What follows belongs to an exercise in optimizing a design on an open flow for small area, a short achievable clock period and few clock cycles; a production flow would make more cautious choices.
No run shown here included a check of the RTL's function; only the layout flow was run.
No activity file was given, so power comes from the tool's default toggle rates.

==> flow/design.v, too long to show whole: its modules and the start of the top module <==
// module MyDesign: 2718 lines
module MyDesign (
  input  wire        dut_run,
  output reg         dut_busy,
  input  wire        reset_b,
  input  wire        clk,
  output wire        input_sram_write_enable,
  output wire [11:0] input_sram_write_addresss,
  output wire [15:0] input_sram_write_data,
  output reg  [11:0] input_sram_read_address,
  input  wire [15:0] input_sram_read_data,
  output reg         output_sram_write_enable,
  output reg  [11:0] output_sram_write_addresss,
  output reg  [15:0] output_sram_write_data,
  output wire [11:0] output_sram_read_address,
  input  wire [15:0] output_sram_read_data,
  output wire        scratchpad_sram_write_enable,
  output wire [11:0] scratchpad_sram_write_addresss,
  output wire [15:0] scratchpad_sram_write_data,
  output wire [11:0] scratchpad_sram_read_address,
  input  wire [15:0] scratchpad_sram_read_data,
  output wire        weights_sram_write_enable,
  output wire [11:0] weights_sram_write_addresss,
  output wire [15:0] weights_sram_write_data,
  output wire [11:0] weights_sram_read_address,
  input  wire [15:0] weights_sram_read_data
);
  // ...
==> flow/run.sh <==
#!/bin/bash
# synth_recipe.tcl (not shown) runs the flow's synth.tcl, then flattens the netlist and writes it again
# the make line also repeats each setting of config.mk as NAME=value (left out here)
make -C /OpenROAD-flow-scripts/flow DESIGN_CONFIG=/design/flow/config.mk WORK_HOME=/design/flow/orfs CLKGATE_MAP_FILE= SYNTH_SCRIPT=/design/flow/synth_recipe.tcl finish
==> flow/config.mk <==
export PLATFORM = sky130hd
export DESIGN_NAME = MyDesign
export DESIGN_NICKNAME = MyDesign
export VERILOG_FILES = /design/flow/design.v
export SDC_FILE = /design/flow/constraint.sdc
export NUM_CORES = 4
export LEC_CHECK = 0
export CAP_MARGIN = 20
export CORE_MARGIN = 2
export CORE_UTILIZATION = 40
export PLACE_DENSITY = 0.6
export SLEW_MARGIN = 20
==> flow/constraint.sdc <==
create_clock -name core_clock -period 8.5 [get_ports {clk}]
set_input_delay 1.7000 -clock core_clock [delete_from_list [all_inputs] [get_ports {clk}]]
set_output_delay 1.7000 -clock core_clock [all_outputs]
set_load 0.01 [all_outputs]
==> summary.txt, run 1 <==
Synth:
- The most instantiated library cell after synthesis is sky130_fd_sc_hd__fa_1.
- The dominant combinational cell family by area after synthesis is adder cells.
- A synthesized cell averages around 11 µm².
- The synthesized cell area is roughly 33000 µm².
- Yosys mapped a number of flops with a built-in enable equal to ~130.
- The simple logic cell fraction of the synthesized area is 0.146.
- Of the post-synthesis cell area, the dominant cell type holds 0.334.

Power:
- The share of total power dissipated in combinational logic is 0.570.
- The net switching fraction of the power is 0.407.
- The highest ir drop seen on vdd is about 0.28 mV.
- Per report_power, the Combinational row totals around 6500 µW.

Cells and area:
- The sequential portion of the cell area is 0.276.
- Measured on the finished design, the core utilization comes to 0.445.
- The buffering overhead is 0.0265.
- Leaving out filler cells and counting taps, the final layout contains slightly above 4k.
- In the final layout, the registers with the most flip-flops are cs2_0 (19), cs2_1 (19).
- The layout-stage area growth over the synthesis result is 10.2%.
- The number of multi-input combinational cells in the layout is roughly 2k.
- After routing the design area is between 30000 and 40000 µm².

Route:
- The first routing iteration left between 1k and 1.5k violations.
- The length of the first detailed-routing pass in iterations is 7.
- The routed length per placed instance is ~19 µm.
- The amount of wire on met2 after detailed routing is around 38000 µm.

STA:
- The setup TNS is 0 ns.
- Setup violations remaining at the end of the flow were counted as 0.
- The transition time of the tightest slew-check pin is around 1.1 ns.
- The worst-case headroom to the max-slew limit is 0.234.

Die:
- The total I/O pin count is roughly 230.

Placement:
- After detailed placement, the design holds a cell count of approximately 4.0k.
- At the end of routability-driven placement, the weighted congestion stood at 0.874.
- Input and output buffers added on the ports amount to between 70 and 80.

Worst setup path:
- The sum of buffers and inverters on the critical path is 2.

Status:
- The run finished with no timing, DRC or antenna violations.

Global route:
- The global-route total usage across every layer is 0.190.
- The number of global-route vias before repair was 20.9k.

Clocking:
- The longest clock path from root to sink contains 3 buffers.
- After clock tree synthesis, the setup repair step added 0 buffers.
==> inputs of run 2 (changes only) <==
--- a/flow/design.v
+++ b/flow/design.v
@@ -187,41 +187,42 @@
         3'd2: begin k2 <= weights_sram_read_data[15:8]; k3 <= weights_sram_read_data[7:0]; end
         3'd3: begin k4 <= weights_sram_read_data[15:8]; k5 <= weights_sram_read_data[7:0]; end
         3'd4: begin k6 <= weights_sram_read_data[15:8]; k7 <= weights_sram_read_data[7:0]; end
         3'd5: begin k8 <= weights_sram_read_data[15:8]; end
         default: ;
       endcase
     end
   end
-  reg [15:0] sr0, sr1, sr2, sr3, sr4, sr5, sr6, sr7;
+  reg [15:0] sr0, sr1, sr2, sr3, sr4, sr5;
+  reg [7:0]  sr6;
   always @(posedge clk) begin
     sr0 <= din; sr1 <= sr0; sr2 <= sr1; sr3 <= sr2;
-    sr4 <= sr3; sr5 <= sr4; sr6 <= sr5; sr7 <= sr6;
+    sr4 <= sr3; sr5 <= sr4; sr6 <= sr5[7:0];
   end
   reg s0o, s2o;
   reg [1:0] s1i;
   always @(posedge clk) begin
-    s0o <= p0 | p2;
-    s2o <= p2 | p4;
-    s1i <= {p2 | p3, p1 | p3};
+    s0o <= i_c | p1;
+    s2o <= p1 | p3;
+    s1i <= {p1 | p2, p0 | p2};
   end
-  wire [23:0] opA = {sr6[15:8], sr6[7:0], sr2[15:8]};   
-  wire [23:0] opB = {sr7[7:0],  sr3[15:8], sr3[7:0]};   
-  wire [23:0] opC = {sr5[15:8], sr5[7:0], sr1[15:8]};   
-  wire [23:0] opD = {sr6[7:0],  sr2[15:8], sr2[7:0]};   
-  wire [23:0] xs0 = s0o ? opB : opA;
-  wire [23:0] xs2 = s2o ? opD : opC;
-  reg  [23:0] xs1;
-  always @(*) begin
+  wire [23:0] opA = {sr5[15:8], sr5[7:0], sr1[15:8]};   
+  wire [23:0] opB = {sr6[7:0],  sr2[15:8], sr2[7:0]};   
+  wire [23:0] opC = {sr4[15:8], sr4[7:0], sr0[15:8]};   
+  wire [23:0] opD = {sr5[7:0],  sr1[15:8], sr1[7:0]};   
+  reg  [23:0] xs0, xs1, xs2;
+  always @(posedge clk) begin
+    xs0 <= s0o ? opB : opA;
+    xs2 <= s2o ? opD : opC;
     case (s1i)
-      2'd0: xs1 = opC;
-      2'd1: xs1 = opD;
-      2'd2: xs1 = opA;
-      default: xs1 = opB;
+      2'd0: xs1 <= opC;
+      2'd1: xs1 <= opD;
+      2'd2: xs1 <= opA;
+      default: xs1 <= opB;
     endcase
   end
   always @(posedge clk or negedge reset_b) begin
     if (!reset_b) begin
       p1 <= 1'b0; p2 <= 1'b0; p3 <= 1'b0; p4 <= 1'b0; p5 <= 1'b0; p6 <= 1'b0;
     end else begin
       p1 <= p0; p2 <= p1; p3 <= p2; p4 <= p3; p5 <= p4; p6 <= p5;
     end
==> run 2 against run 1 <==
Net effect: final cell count is 1.9% higher; synthesized area is 3.4% higher; total power is 6.8% higher; global-route usage is 0.24 points lower; first-iteration DRC count is 19% higher; still clean; highest routed layer unchanged; register-to-register slack better by 0.54 ns; combinational power is 5.1% higher.
==> summary.txt, run 2 <==
Cells and area:
- The final net count is 3781 (was 3728).
- The fraction of final layout cells with drive strength greater than 1 is 0.0669 (was 0.0609).
- The layout-stage area growth over the synthesis result is 9.83% (was 10.2%).
- The commonest non-fill, non-tap cell in the layout was sky130_fd_sc_hd__fa_1 (unchanged).
- The utilization of the core after routing came to 0.443 (was 0.445).
- Commonest cells after routing, fill and taps aside: 544 x sky130_fd_sc_hd__fa_1, 489 x sky130_fd_sc_hd__inv_1, 425 x sky130_fd_sc_hd__and2_1, 339 x sky130_fd_sc_hd__dfxtp_1, 234 x sky130_fd_sc_hd__nand2_1 (was 544 x sky130_fd_sc_hd__fa_1, 469 x sky130_fd_sc_hd__inv_1, 284 x sky130_fd_sc_hd__dfxtp_1, 227 x sky130_fd_sc_hd__nand2_1, 226 x sky130_fd_sc_hd__and2_1).
- Registers with the most flip-flops: xs0 (24), xs1 (24), xs2 (24) (was cs2_0 (19), cs2_1 (19)).

Synth:
- The proportion of synthesized area in mux cells is 0.0349 (was 0.0377).
- The post-synthesis register bit count is 483 (was 427).
- The number of standard cells after synthesis came to 2963 (was 2904).
- The synthesized cell area is 33700 µm² (was 32600 µm²).
- The XOR/XNOR share of the synthesized area was 0.0117 (was 0.0116).
- The share of flip-flops with an asynchronous set or reset is 0.0352 (was 0.0398).
- The adder-cell share of the synthesized area is 0.362 (was 0.374).
- The main flop type after synthesis is sky130_fd_sc_hd__dfxtp_1 (unchanged).
- The yosys synthesis warning count is 1 (unchanged).
- The simple logic cell fraction of the synthesized area came to 0.137 (was 0.146).
- Leading cell types by total area after synthesis: sky130_fd_sc_hd__fa_1 32%, sky130_fd_sc_hd__dfxtp_1 20%, sky130_fd_sc_hd__edfxtp_1 11%, sky130_fd_sc_hd__and2_1 7.9%, sky130_fd_sc_hd__inv_1 5.5% (was sky130_fd_sc_hd__fa_1 33%, sky130_fd_sc_hd__dfxtp_1 17%, sky130_fd_sc_hd__edfxtp_1 12%, sky130_fd_sc_hd__inv_1 5.4%, sky130_fd_sc_hd__and2_1 4.3%).
- The cell taking the most area after synthesis is sky130_fd_sc_hd__fa_1 (unchanged).
- The area share of the leading cell type in the synthesized netlist was 0.323 (was 0.334).
- The most instantiated library cell after synthesis is sky130_fd_sc_hd__fa_1 (unchanged).
- Ranking of synthesized cells by instance count: 544 x sky130_fd_sc_hd__fa_1, 489 x sky130_fd_sc_hd__inv_1, 426 x sky130_fd_sc_hd__and2_1 (was 544 x sky130_fd_sc_hd__fa_1, 469 x sky130_fd_sc_hd__inv_1, 284 x sky130_fd_sc_hd__dfxtp_1).
- The number of distinct library cells after synthesis came to 83 (was 73).
- The dominant combinational cell family by area after synthesis is adder cells (unchanged).
- The proportion of synthesized chip area in sequential cells is 0.327 (was 0.304).
- The compound-cell area share of the yosys netlist is 0.0395 (was 0.0397).
- The mean instance size in the synthesized netlist is 11.4 µm² (was 11.2 µm²).
- The number of flops mapped to enable cells by yosys was 126 (unchanged).

Placement:
- The post-detailed-placement half-perimeter wirelength came to 64400 µm (was 63100 µm).
- The number of I/O port buffers is 77 (unchanged).
- The routability-driven placement congestion ratio was 0.877 (was 0.874).

STA:
- The final period demand of the worst path is 5.38 ns (was 5.92 ns).
- The maximum achievable frequency came to 0.186 GHz (was 0.169 GHz).
- The count of final hold-check violations is 0 (unchanged).
- The worst-case headroom to the max-slew limit is 0.351 (was 0.234).
- The max-slew violation count is 0 (unchanged).
- The setup clock skew after layout was 0.0296 ns (was 0.0301 ns).
- The final period utilization is 0.633 (was 0.697).
- The setup TNS is 0 ns (unchanged).
- The transition time of the tightest slew-check pin was 0.966 ns (was 1.12 ns).
- The total setup violations reported at the end of the flow is 0 (unchanged).
- Setup repair after global routing missed its margin: false (unchanged).

Die:
- The floorplan die area is 86500 µm² (was 83700 µm²).
- The total I/O pin count is 232 (unchanged).
- The floorplan core area is 83600 µm² (was 80500 µm²).
- The effective utilization at floorplan is 0.403 (was 0.404).
- The width of the chip is 294 µm (was 289 µm).
- The y dimension of the die was 294 µm (was 289 µm).
- The placement row count is 106 (was 104).

Global route:
- The total global routing overflow is 0 (unchanged).
- The maximum number of pins on one net before global-route repair is 25 (was 26).
- The number of antenna violations at the first check in global routing came to 1 (was 0).
- The first-pass GRT wire length came to 124000 µm (was 121000 µm).
- The global-route total usage across every layer came to 0.188 (was 0.190).
- The number of global-route vias before repair is 21.2k (was 20.9k).

Worst setup path:
- The required time of the critical path is 8.96 ns (was 8.99 ns).
- The data arrival at the endpoint of the critical path was 5.83 ns (was 6.41 ns).
- The startpoint class of the critical path is a register (unchanged).
- The maximum fanout count along the critical path was 21 (was 13).
- The type of destination of the critical path is a register (unchanged).
- The beginning of the critical path is cs2_0[0] (was s1i[1]).
- The startpoint-to-endpoint class of the critical path was reg -> reg (unchanged).
- The launch point of the worst reg-to-reg path is cs2_0[0] (was s1i[1]).

Clocking:
- The TritonCTS clock tree was yes (unchanged).
- The root buffer cell is sky130_fd_sc_hd__clkbuf_16 (unchanged).
- The H-tree depth is 2 (unchanged).
- The number of instances resized during post-cts repair is 0 (unchanged).
- The clock input transition at the sequential cells of the worst setup and hold paths came to 0.06 ns (about the same).
- The number of clock sinks is 483 (was 427).
- The insertion delay to the later sink of the worst-skew pair is 0.62 ns (was 0.61 ns).
- The TritonCTS buffer count is 53 (was 47).
- The number of buffers inserted by post-CTS setup repair is 0 (unchanged).
- The cts-stage hold buffer count is 0 (unchanged).
- The number of buffers on the longest clock path was 3 (unchanged).

Status:
- Run status: finished clean (unchanged).

Power:
- The leakage power of the design is 0.0158 µW (was 0.0154 µW).
- The highest ir drop seen on vdd is 0.283 mV (was 0.278 mV).
- The final total power is 12200 µW (was 11400 µW).
- The power density of the placed cells is 329 nW/µm² (was 318 nW/µm²).

Route:
- The remaining number of nets flagged by the antenna check after routing came to 0 (unchanged).
- The average via count per standard cell is 4.84 (about the same).
- The length of the first detailed-routing pass in iterations is 5 (was 7).
- The total via count after detailed routing came to 20.3k (was 19.9k).
- The aggregate routed wire length is 79000 µm (was 77100 µm).
- The number of DRC markers in iteration 0 is 1302 (was 1095).
- The routed length per placed instance is 18.8 µm (was 18.7 µm).
- The final routed DRC violation total is 0 (unchanged).

Hold path:
- The worst hold path class is reg -> reg (unchanged).
- The worst hold path startpoint is sr3[12] (was sr4[15]).

Job:
- The number of maximum-capacitance violations is 0 (unchanged).
-- run 2: cell type report --
cell class | instances | area, µm²
sequential | 483 | 11000
clock inverter | 20 | 156
timing repair buffer | 87 | 846
tap | 1080 | 1350
inverter | 490 | 1840
antenna | 1 | 2.50
clock buffer | 80 | 1570
multi-input combinational | 1951 | 20200
fill | 7893 | 46600
-- run 2: kinds of logic after synthesis --
group | count (synthesis)
simple gates | 853
buf+inv | 650
fa+ha+maj | 648
flops | 483
compound gates | 202
mux | 81
xor+xnor | 45
other cells | 1
-- run 2: where the power goes --
part           switching, µW  total, µW  internal (µW)
Clock                    971       2260           1290
Sequential               166       3090           2920
Combinational           3860       6830           2970
Total                   4990      12200           7180
-- run 2: per-layer routing --
metal  wire (µm)  vias up  track usage
met4        2430        0       0.0590
met3        3820      120       0.0252
met5           0        -            0
met2       38700      495        0.312
met1       34000    10500        0.255
li1            -     9189            -
-- run 2: path summary, 6_finish.rpt --
kind | to | slack (ns) | cells after the start
max in group asynchronous | p0 | 6.30 | 1
setup reg to reg | mx[5] | 3.12 | 19
min in group asynchronous | dut_busy | 1.62 | 1
hold / removal | sr4[12] | 0.32 | 0
hold reg to reg | sr4[12] | 0.32 | 0
setup / recovery | mx[5] | 3.12 | 19
-- run 2: critical path, stage by stage, from the launching register on --
cell and delay (ns):
sky130_fd_sc_hd__dfxtp_1 0.30, sky130_fd_sc_hd__ha_1 0.21, sky130_fd_sc_hd__fa_1 0.42, sky130_fd_sc_hd__a211oi_1 0.40, sky130_fd_sc_hd__o211ai_1 0.22, sky130_fd_sc_hd__nand2b_1 0.21, sky130_fd_sc_hd__o22ai_1 0.14, sky130_fd_sc_hd__nor4_4 0.27
sky130_fd_sc_hd__nand4_4 0.22, sky130_fd_sc_hd__nor3_2 0.41, sky130_fd_sc_hd__nor2_1 0.09, sky130_fd_sc_hd__ha_1 0.33, sky130_fd_sc_hd__nor2b_1 0.13, sky130_fd_sc_hd__o21ai_0 0.08, sky130_fd_sc_hd__a21oi_1 0.21, sky130_fd_sc_hd__nor3_1 0.13
sky130_fd_sc_hd__nor2_2 0.61, sky130_fd_sc_hd__nor2_1 0.28, sky130_fd_sc_hd__or2_2 0.42, sky130_fd_sc_hd__o21ai_0 0.17
-- run 2: stage by stage --
step | instances | worst slack (ns) | hold WS, ns | instance area, µm²
floorplan | 3084 | 4.16 | 0.310 | 34100
detailed placement | 4090 | 2.89 | 0.312 | 35200
finish | 4192 | 3.12 | 0.316 | 37000
global route | 4192 | 2.63 | 0.326 | 37000
CTS | 4190 | 2.85 | 0.308 | 37000
global placement | 4090 | 2.92 | 0.310 | 35200
==> inputs of run 3 (changes only) <==
--- a/flow/config.mk
+++ b/flow/config.mk
@@ -11,2 +11,3 @@
 export PLACE_DENSITY = 0.6
+export SETUP_SLACK_MARGIN = 4.5
 export SLEW_MARGIN = 20
==> run 3 against run 2 <==
Net effect: fmax grew 26%; global-route usage grew 0.76 points; first-iteration DRC count grew 4.5%; synthesized area is the same; cell area grew 5.6%; largest cell class unchanged.
==> summary.txt, run 3 <==
Global route:
- The first-pass GRT wire length is 128000 µm (was 124000 µm).
- The most used routing layer in global routing is met2 (unchanged).
- The global-route total usage across every layer came to 0.195 (was 0.188).
- The total global routing overflow is 0 (unchanged).
- The maximum number of pins on one net before global-route repair is 25 (unchanged).
- The number of global-route vias before repair is 21.9k (was 21.2k).
- The number of antenna violations at the first check in global routing is 2 (was 1).
- The met1 routing resource usage after global routing is 0.263 (was 0.255).
- The met3 usage in global routing is 0.0301 (was 0.0252).
- The fraction of met2 tracks used by global routing is 0.321 (was 0.312).

Placement:
- The post-detailed-placement half-perimeter wirelength is 64800 µm (was 64400 µm).
- The post-placement worst setup slack is 3.35 ns (was 2.89 ns).
- The area of placed instances is 35300 µm² (was 35200 µm²).
- The number of I/O port buffers is 77 (unchanged).
- The routability-driven placement congestion ratio is 0.868 (was 0.877).

STA:
- The maximum achievable frequency was 0.234 GHz (was 0.186 GHz).
- The count of final hold-check violations is 0 (unchanged).
- The worst hold slack is 0.287 ns (was 0.316 ns).
- The setup TNS is 0 ns (unchanged).
- The worst setup margin came to 4.23 ns (was 3.12 ns).
- The setup clock skew after layout came to 0.0687 ns (was 0.0296 ns).
- The max-slew violation count is 0 (unchanged).
- The final period utilization is 0.502 (was 0.633).
- The transition time of the tightest slew-check pin is 1.06 ns (was 0.966 ns).
- The worst-case headroom to the max-slew limit was 0.294 (was 0.351).
- The total setup violations reported at the end of the flow was 0 (unchanged).
- The final period demand of the worst path is 4.27 ns (was 5.38 ns).
- Setup repair after global routing missed its margin: true (was false).

Worst setup path:
- The endpoint of the most critical register-to-register path was cs2_1[8] (was mx[5]).
- The data arrival at the endpoint of the critical path was 4.80 ns (was 5.83 ns).
- The maximum fanout count along the critical path was 3 (was 21).
- The flop-to-flop setup slack is 4.23 ns (was 3.12 ns).
- The launch point of the worst reg-to-reg path was k6[7] (was cs2_0[0]).
- The startpoint class of the critical path is a register (unchanged).
- The depth of the worst register-to-register path is 11 (was 19).
- The startpoint-to-endpoint class of the critical path is reg -> reg (unchanged).
- The required time of the critical path is 9.03 ns (was 8.96 ns).
- The type of destination of the critical path is a register (unchanged).

Synth:
- The yosys synthesis warning count is 1 (unchanged).
- The mean instance size in the synthesized netlist was 11.4 µm² (unchanged).
- The number of distinct library cells after synthesis was 83 (unchanged).
- Ranking of synthesized cells by instance count: 544 x sky130_fd_sc_hd__fa_1, 489 x sky130_fd_sc_hd__inv_1, 426 x sky130_fd_sc_hd__and2_1 (unchanged).
- The proportion of synthesized chip area in sequential cells is 0.327 (unchanged).
- The post-synthesis register bit count is 483 (unchanged).
- Leading cell types by total area after synthesis: sky130_fd_sc_hd__fa_1 32%, sky130_fd_sc_hd__dfxtp_1 20%, sky130_fd_sc_hd__edfxtp_1 11%, sky130_fd_sc_hd__and2_1 7.9%, sky130_fd_sc_hd__inv_1 5.5% (unchanged).
- The synthesized cell area is 33700 µm² (unchanged).
- The number of flops mapped to enable cells by yosys is 126 (unchanged).
- The cell taking the most area after synthesis is sky130_fd_sc_hd__fa_1 (unchanged).
- The number of standard cells after synthesis is 2963 (unchanged).
- The main flop type after synthesis is sky130_fd_sc_hd__dfxtp_1 (unchanged).
- The share of flip-flops with an asynchronous set or reset came to 0.0352 (unchanged).
- The most instantiated library cell after synthesis is sky130_fd_sc_hd__fa_1 (unchanged).
- The area share of the leading cell type in the synthesized netlist came to 0.323 (unchanged).

Clocking:
- The TritonCTS buffer count came to 52 (was 53).
- The insertion delay to the later sink of the worst-skew pair came to 0.66 ns (was 0.62 ns).
- The root buffer cell is sky130_fd_sc_hd__clkbuf_16 (unchanged).
- The TritonCTS clock tree was yes (unchanged).
- The number of buffers on the longest clock path is 3 (unchanged).
- The H-tree depth is 2 (unchanged).
- The number of clock sinks is 483 (unchanged).
- The clock input transition at the sequential cells of the worst setup and hold paths is 0.06 ns (about the same).

Power:
- The power density of the placed cells is 356 nW/µm² (was 329 nW/µm²).
- The leakage power of the design is 0.0166 µW (was 0.0158 µW).
- The highest ir drop seen on vdd is 0.346 mV (was 0.283 mV).

Hold path:
- The worst hold path startpoint is sr3[10] (was sr3[12]).
- The terminating pin of the worst hold path is sr4[10] (was sr4[12]).
- The worst hold path cell count is 0 (unchanged).
- The worst hold path class is reg -> reg (unchanged).

Cells and area:
- The number of diodes is 0 (was 1).
- The fraction of final layout cells with drive strength greater than 1 was 0.176 (was 0.0669).
- The final net count is 3900 (was 3781).
- The commonest non-fill, non-tap cell in the layout is sky130_fd_sc_hd__inv_1 (was sky130_fd_sc_hd__fa_1).
- Commonest cells after routing, fill and taps aside: 471 x sky130_fd_sc_hd__inv_1, 447 x sky130_fd_sc_hd__fa_1, 399 x sky130_fd_sc_hd__and2_1, 323 x sky130_fd_sc_hd__dfxtp_1, 232 x sky130_fd_sc_hd__nand2_1 (was 544 x sky130_fd_sc_hd__fa_1, 489 x sky130_fd_sc_hd__inv_1, 425 x sky130_fd_sc_hd__and2_1, 339 x sky130_fd_sc_hd__dfxtp_1, 234 x sky130_fd_sc_hd__nand2_1).
- The layout-stage area growth over the synthesis result came to 15.9% (was 9.83%).
- Registers with the most flip-flops: xs0 (24), xs1 (24), xs2 (24) (unchanged).
- The final design area excluding fillers came to 39000 µm² (was 37000 µm²).

Route:
- The total via count after detailed routing is 21.0k (was 20.3k).
- The remaining number of nets flagged by the antenna check after routing came to 0 (unchanged).
- The final routed DRC violation total is 0 (unchanged).
- The average via count per standard cell is 4.86 (was 4.84).
- The number of DRC markers in iteration 0 is 1360 (was 1302).
- The length of the first detailed-routing pass in iterations is 6 (was 5).
- The aggregate routed wire length came to 83300 µm (was 79000 µm).
- The routed length per placed instance is 19.3 µm (was 18.8 µm).

Die:
- The effective utilization at floorplan was 0.403 (unchanged).
- The width of the chip is 294 µm (unchanged).
- The floorplan die area is 86500 µm² (unchanged).
- The y dimension of the die is 294 µm (unchanged).
- The placement row count is 106 (unchanged).
- The total I/O pin count is 232 (unchanged).
- The floorplan core area came to 83600 µm² (unchanged).

Status:
- Run status: finished clean (unchanged).

Job:
- The number of maximum-capacitance violations is 0 (unchanged).
run 3: what timing repair did:
| action | in CTS | in global routing |
|---|---|---|
| pin swaps | 93 | 96 |
| hold buffers | 0 | 0 |
| buffers inserted | 60 | 59 |
| gates cloned | 2 | 0 |
| endpoints found under the setup margin | 81 | 72 |
| gates resized for setup | 158 | 131 |
run 3: critical path: stages (launching register included):
cell and delay, ns:
sky130_fd_sc_hd__edfxtp_1 0.53, sky130_fd_sc_hd__and2_4 0.20, sky130_fd_sc_hd__fa_1 0.49, sky130_fd_sc_hd__inv_2 0.05, sky130_fd_sc_hd__fa_1 0.48, sky130_fd_sc_hd__inv_1 0.06, sky130_fd_sc_hd__fa_2 0.55, sky130_fd_sc_hd__fa_1 0.45
sky130_fd_sc_hd__fa_2 0.36, sky130_fd_sc_hd__fa_2 0.42, sky130_fd_sc_hd__fa_2 0.53, sky130_fd_sc_hd__inv_1 0.04
run 3: worst max path at each step:
stage | from | end | slack, ns | cells past startpoint
after floorplan | k4[6] | cs1_1[10] | 4.47 | 10
after CTS | k6[7] | cs2_1[8] | 4.26 | 11
after global routing | cs2_1[0] | output_sram_write_data[5] | 4.10 | 20
after detailed placement | wd[0] | input_sram_read_address[10] | 3.35 | 18
final | k6[7] | cs2_1[8] | 4.23 | 11
after global placement | wd[0] | input_sram_read_address[10] | 3.38 | 18
run 3: layout make-up:
class | count | area (µm²)
clock inverters | 39 | 493
inverters | 490 | 1840
clock buffers | 59 | 1370
fillers | 7594 | 44500
multi-input cells | 1951 | 21100
repair buffers | 207 | 1840
well taps | 1080 | 1350
flip-flops and latches | 483 | 11000
run 3: metrics by stage:
stage	cells	power (µW)	utilization
2_1_floorplan	3084	8320	-
4_1_cts	4250	13500	0.457
5_1_grt	4309	15300	0.467
3_3_place_gp	4090	10200	0.422
3_5_place_dp	4090	10300	0.422
6_report	4309	13900	0.467
run 3: cells by family (layout without fill, tap and decap cells):
logic type                 after synthesis  after routing  synth area share
and+or+nand+nor                        853            853             0.137
buffers and inverters                  650            795            0.0870
adders and majority gates              648            648             0.362
DFF                                    483            483             0.327
AOI/OAI and AO/OA                      202            202            0.0395
muxes                                   81             81            0.0349
xor gates and xnor gates                45             45            0.0117
other                                    1            122          0.000111
run 3: report_power, final:
group	switching, µW	internal [µW]	total (µW)
Sequential	196	2920	3120
Combinational	4490	3850	8340
Clock	1020	1400	2420
Total	5700	8170	13900
run 3: metal layers:
metal	vias up	share of wire
li1	9441	-
met1	10800	0.42
met2	569	0.49
met3	136	0.055
met4	0	0.037
met5	-	0
==> inputs of run 4 (changes only) <==
--- a/flow/config.mk
+++ b/flow/config.mk
@@ -7,2 +7,3 @@
 export LEC_CHECK = 0
+export ABC_CLOCK_PERIOD_IN_PS = 3500
 export CAP_MARGIN = 20
@@ -11,3 +12,3 @@
 export PLACE_DENSITY = 0.6
-export SETUP_SLACK_MARGIN = 4.5
+export SETUP_SLACK_MARGIN = 5.0
 export SLEW_MARGIN = 20
==> run 4 against run 3 <==
Net effect: critical path depth stayed put; fmax grew 0.94%; non-clock buffer count rose by 43; largest cell class unchanged.
==> summary.txt, run 4 <==
Worst setup path:
- The required time of the critical path is 9.01 ns (was 9.03 ns).
- Cell-by-cell trace of the critical path: buf_6 -> and2_4 -> fa_2 -> fa_1 -> inv_2 -> fa_2 -> fa_1 -> fa_2 -> fa_2 -> fa_2 -> inv_1 (was and2_4 -> fa_1 -> inv_2 -> fa_1 -> inv_1 -> fa_2 -> fa_1 -> fa_2 -> fa_2 -> fa_2 -> inv_1).
- The critical path's largest stage delay came to 0.55 ns (about the same).
- The flop-to-flop setup slack came to 4.27 ns (was 4.23 ns).
- The endpoint of the most critical register-to-register path is cs1_1[8] (was cs2_1[8]).
- The startpoint class of the critical path is a register (unchanged).
- The sum of buffers and inverters on the critical path is 3 (unchanged).
- The data arrival at the endpoint of the critical path was 4.74 ns (was 4.80 ns).
- The type of destination of the critical path is a register (unchanged).
- The launch point of the worst reg-to-reg path was k3[4] (was k6[7]).
- The critical-path cell with the highest stage delay is sky130_fd_sc_hd__fa_1 (was sky130_fd_sc_hd__fa_2).
- The startpoint-to-endpoint class of the critical path is reg -> reg (unchanged).
- The beginning of the critical path is k3[4] (was k6[7]).
- The maximum fanout count along the critical path came to 4 (was 3).
- The number of cells on the critical path came to 11 (unchanged).
- The family with the most delay on the worst path is adder cells (unchanged).
- The most common cell type on the critical path is sky130_fd_sc_hd__fa_2 (unchanged).
- The depth of the worst register-to-register path is 11 (unchanged).

Synth:
- The post-synthesis register bit count is 483 (unchanged).
- The synthesized cell area came to 33700 µm² (unchanged).
- The simple logic cell fraction of the synthesized area is 0.137 (unchanged).
- The adder-cell share of the synthesized area is 0.362 (unchanged).
- The cell taking the most area after synthesis was sky130_fd_sc_hd__fa_1 (unchanged).
- The most instantiated library cell after synthesis is sky130_fd_sc_hd__fa_1 (unchanged).
- The compound-cell area share of the yosys netlist came to 0.0395 (unchanged).
- Ranking of synthesized cells by instance count: 544 x sky130_fd_sc_hd__fa_1, 489 x sky130_fd_sc_hd__inv_1, 426 x sky130_fd_sc_hd__and2_1 (unchanged).
- The mean instance size in the synthesized netlist came to 11.4 µm² (unchanged).
- The number of distinct library cells after synthesis is 83 (unchanged).
- The yosys synthesis warning count is 1 (unchanged).
- The main flop type after synthesis is sky130_fd_sc_hd__dfxtp_1 (unchanged).
- The number of standard cells after synthesis came to 2963 (unchanged).
- The XOR/XNOR share of the synthesized area is 0.0117 (unchanged).
- The proportion of synthesized chip area in sequential cells is 0.327 (unchanged).
- The number of flops mapped to enable cells by yosys is 126 (unchanged).
- The proportion of synthesized area in mux cells is 0.0349 (unchanged).
- The dominant combinational cell family by area after synthesis is adder cells (unchanged).
- The area share of the leading cell type in the synthesized netlist came to 0.323 (unchanged).
- Leading cell types by total area after synthesis: sky130_fd_sc_hd__fa_1 32%, sky130_fd_sc_hd__dfxtp_1 20%, sky130_fd_sc_hd__edfxtp_1 11%, sky130_fd_sc_hd__and2_1 7.9%, sky130_fd_sc_hd__inv_1 5.5% (unchanged).
- The share of flip-flops with an asynchronous set or reset was 0.0352 (unchanged).

Hold path:
- The worst hold path cell count came to 0 (unchanged).
- The terminating pin of the worst hold path is sr1[1] (was sr4[10]).
- The worst hold path class is reg -> reg (unchanged).
- The worst hold path startpoint is sr0[1] (was sr3[10]).

Clocking:
- The number of clock sinks was 483 (unchanged).
- The H-tree depth is 2 (unchanged).
- The clock input transition at the sequential cells of the worst setup and hold paths was 0.07 ns (was 0.06 ns).
- The TritonCTS buffer count is 53 (was 52).
- The TritonCTS clock tree is yes (unchanged).
- The number of buffers on the longest clock path came to 3 (unchanged).
- The cts-stage hold buffer count is 0 (unchanged).
- The insertion delay to the later sink of the worst-skew pair came to 0.63 ns (was 0.66 ns).
- The root buffer cell is sky130_fd_sc_hd__clkbuf_16 (unchanged).

Cells and area:
- The final net count is 3944 (was 3900).
- The utilization of the core after routing is 0.476 (was 0.467).
- The layout-stage area growth over the synthesis result is 18.1% (was 15.9%).
- The fraction of final layout cells with drive strength greater than 1 is 0.239 (was 0.176).
- The commonest non-fill, non-tap cell in the layout is sky130_fd_sc_hd__inv_1 (unchanged).
- Commonest cells after routing, fill and taps aside: 448 x sky130_fd_sc_hd__inv_1, 380 x sky130_fd_sc_hd__fa_1, 353 x sky130_fd_sc_hd__and2_1, 307 x sky130_fd_sc_hd__dfxtp_1, 230 x sky130_fd_sc_hd__nand2_1 (was 471 x sky130_fd_sc_hd__inv_1, 447 x sky130_fd_sc_hd__fa_1, 399 x sky130_fd_sc_hd__and2_1, 323 x sky130_fd_sc_hd__dfxtp_1, 232 x sky130_fd_sc_hd__nand2_1).
- The post-route non-filler standard cell count came to 4355 (was 4309).
- The number of inserted filler cells in the final layout is 7695 (was 7594).
- Registers with the most flip-flops: xs0 (24), xs1 (24), xs2 (24) (unchanged).

STA:
- The final period utilization was 0.498 (was 0.502).
- Setup repair after global routing missed its margin: true (unchanged).
- The total setup violations reported at the end of the flow is 0 (unchanged).
- The setup TNS was 0 ns (unchanged).
- The count of final hold-check violations is 0 (unchanged).
- The max-slew violation count is 0 (unchanged).
- The worst hold slack came to 0.319 ns (was 0.287 ns).
- The maximum achievable frequency is 0.236 GHz (was 0.234 GHz).
- The final period demand of the worst path is 4.23 ns (was 4.27 ns).
- The transition time of the tightest slew-check pin is 1.07 ns (was 1.06 ns).
- The worst-case headroom to the max-slew limit is 0.281 (was 0.294).
- The setup clock skew after layout was 0.0402 ns (was 0.0687 ns).

Global route:
- The first-pass GRT wire length is 134000 µm (was 128000 µm).
- The number of antenna violations at the first check in global routing is 5 (was 2).
- The maximum number of pins on one net before global-route repair is 25 (unchanged).
- The total global routing overflow is 0 (unchanged).
- The global-route total usage across every layer was 0.205 (was 0.195).
- The number of global-route vias before repair is 22.6k (was 21.9k).

Route:
- The final routed DRC violation total is 0 (unchanged).
- The average via count per standard cell is 4.90 (was 4.86).
- The remaining number of nets flagged by the antenna check after routing is 0 (unchanged).
- The total via count after detailed routing is 21.3k (was 21.0k).
- The aggregate routed wire length came to 87000 µm (was 83300 µm).
- The routed length per placed instance is 20.0 µm (was 19.3 µm).
- The number of DRC markers in iteration 0 was 1310 (was 1360).
- The length of the first detailed-routing pass in iterations came to 5 (was 6).

Die:
- The y dimension of the die is 294 µm (unchanged).
- The total I/O pin count is 232 (unchanged).
- The floorplan die area is 86500 µm² (unchanged).
- The placement row count was 106 (unchanged).
- The floorplan core area is 83600 µm² (unchanged).
- The effective utilization at floorplan is 0.403 (unchanged).
- The width of the chip was 294 µm (unchanged).

Placement:
- The number of I/O port buffers is 77 (unchanged).
- The post-detailed-placement half-perimeter wirelength is 66300 µm (was 64800 µm).
- The number of instances in the placed design is 4088 (was 4090).
- The routability-driven placement congestion ratio is 0.851 (was 0.868).

Power:
- The highest ir drop seen on vdd is 0.354 mV (was 0.346 mV).
- The final total power was 14100 µW (was 13900 µW).
- The power density of the placed cells was 355 nW/µm² (was 356 nW/µm²).
- The leakage power of the design is 0.0168 µW (was 0.0166 µW).

Status:
- Run status: finished clean (unchanged).

Job:
- The number of maximum-capacitance violations is 0 (unchanged).
-- run 4: worst max path at each step --
stage,end
6_report,cs1_1[8]
5_1_grt,mx[2]
4_1_cts,cs1_1[9]
3_5_place_dp,input_sram_read_address[10]
3_3_place_gp,mx[5]
2_1_floorplan,cs1_1[8]
-- run 4: metrics by stage --
stage,worst slack (ns),area (µm²)
6_report,4.27,39800
5_1_grt,4.13,39800
3_3_place_gp,3.90,35700
2_1_floorplan,4.55,34700
4_1_cts,4.29,38900
3_5_place_dp,3.84,35700
-- run 4: area by class of cell --
| class | instances | area, µm² | share of cell area |
|---|---|---|---|
| tap | 1080 | 1350 | 0.0340 |
| antenna | 1 | 2.50 | 0.0000629 |
| clock buffer | 73 | 1550 | 0.0389 |
| clock inverter | 27 | 277 | 0.00695 |
| sequential | 483 | 11100 | 0.278 |
| timing repair buffer | 250 | 2250 | 0.0566 |
| inverter | 490 | 1840 | 0.0463 |
| multi-input combinational | 1951 | 21400 | 0.539 |
-- run 4: power breakdown --
group / internal [µW] / total [µW] / leakage (µW) / switching [µW]
clock network: 1330 / 2370 / 0.000902 / 1030
logic: 4020 / 8640 / 0.0117 / 4610
registers: 2920 / 3120 / 0.00424 / 194
total: 8280 / 14100 / 0.0168 / 5840
-- run 4: logic make-up after synthesis --
family | after synthesis
simple gates | 853
buf+inv | 650
fa+ha+maj | 648
flops | 483
compound gates | 202
mux | 81
xor+xnor | 45
other cells | 1
-- run 4: per-layer routing --
metal | vias up | track usage | part of all wire
li1 | 9526 | - | -
met1 | 11100 | 0.273 | 0.42
met2 | 549 | 0.349 | 0.50
met3 | 142 | 0.0304 | 0.053
met4 | 0 | 0.0556 | 0.029
met5 | - | 0 | 0
-- run 4: repair_timing --
action / CTS / global route
pin swaps: 103 / 71
endpoints found under the setup margin: 106 / 101
resized for setup: 174 / 147
gates cloned: 1 / 1
setup buffers: 107 / 57

==> port drivers added, routing unchanged <==
How much do the figures lean on ideal ports? The routed layouts below were timed once more, with nothing changed but the port constraints. Step 1, drivers: a clkbuf_16 drives clk and a buf_2 each remaining input, both assumed. Step 2 also shifts input and output timing later by t, the mid clock arrival at the registers, as if the neighbouring blocks saw the same clock. Three values: ideal ports, drivers, drivers and shift; two values: the first two.
run | t (ns) | slack for setup (ns) | slew at the worst register clock pin (ns) | pins driven straight from the clock port
run 1 | 0.659 | 2.578 / 2.578 / 2.578 | 0.07 / 0.07 | 1
run 2 | 0.663 | 3.121 / 3.121 / 3.121 | 0.07 / 0.07 | 1
run 3 | 0.686 | 4.229 / 4.229 / 4.229 | 0.07 / 0.07 | 1
run 4 | 0.679 | 4.269 / 4.269 / 4.269 | 0.07 / 0.07 | 1
After both steps setup and hold are still met in every run listed.
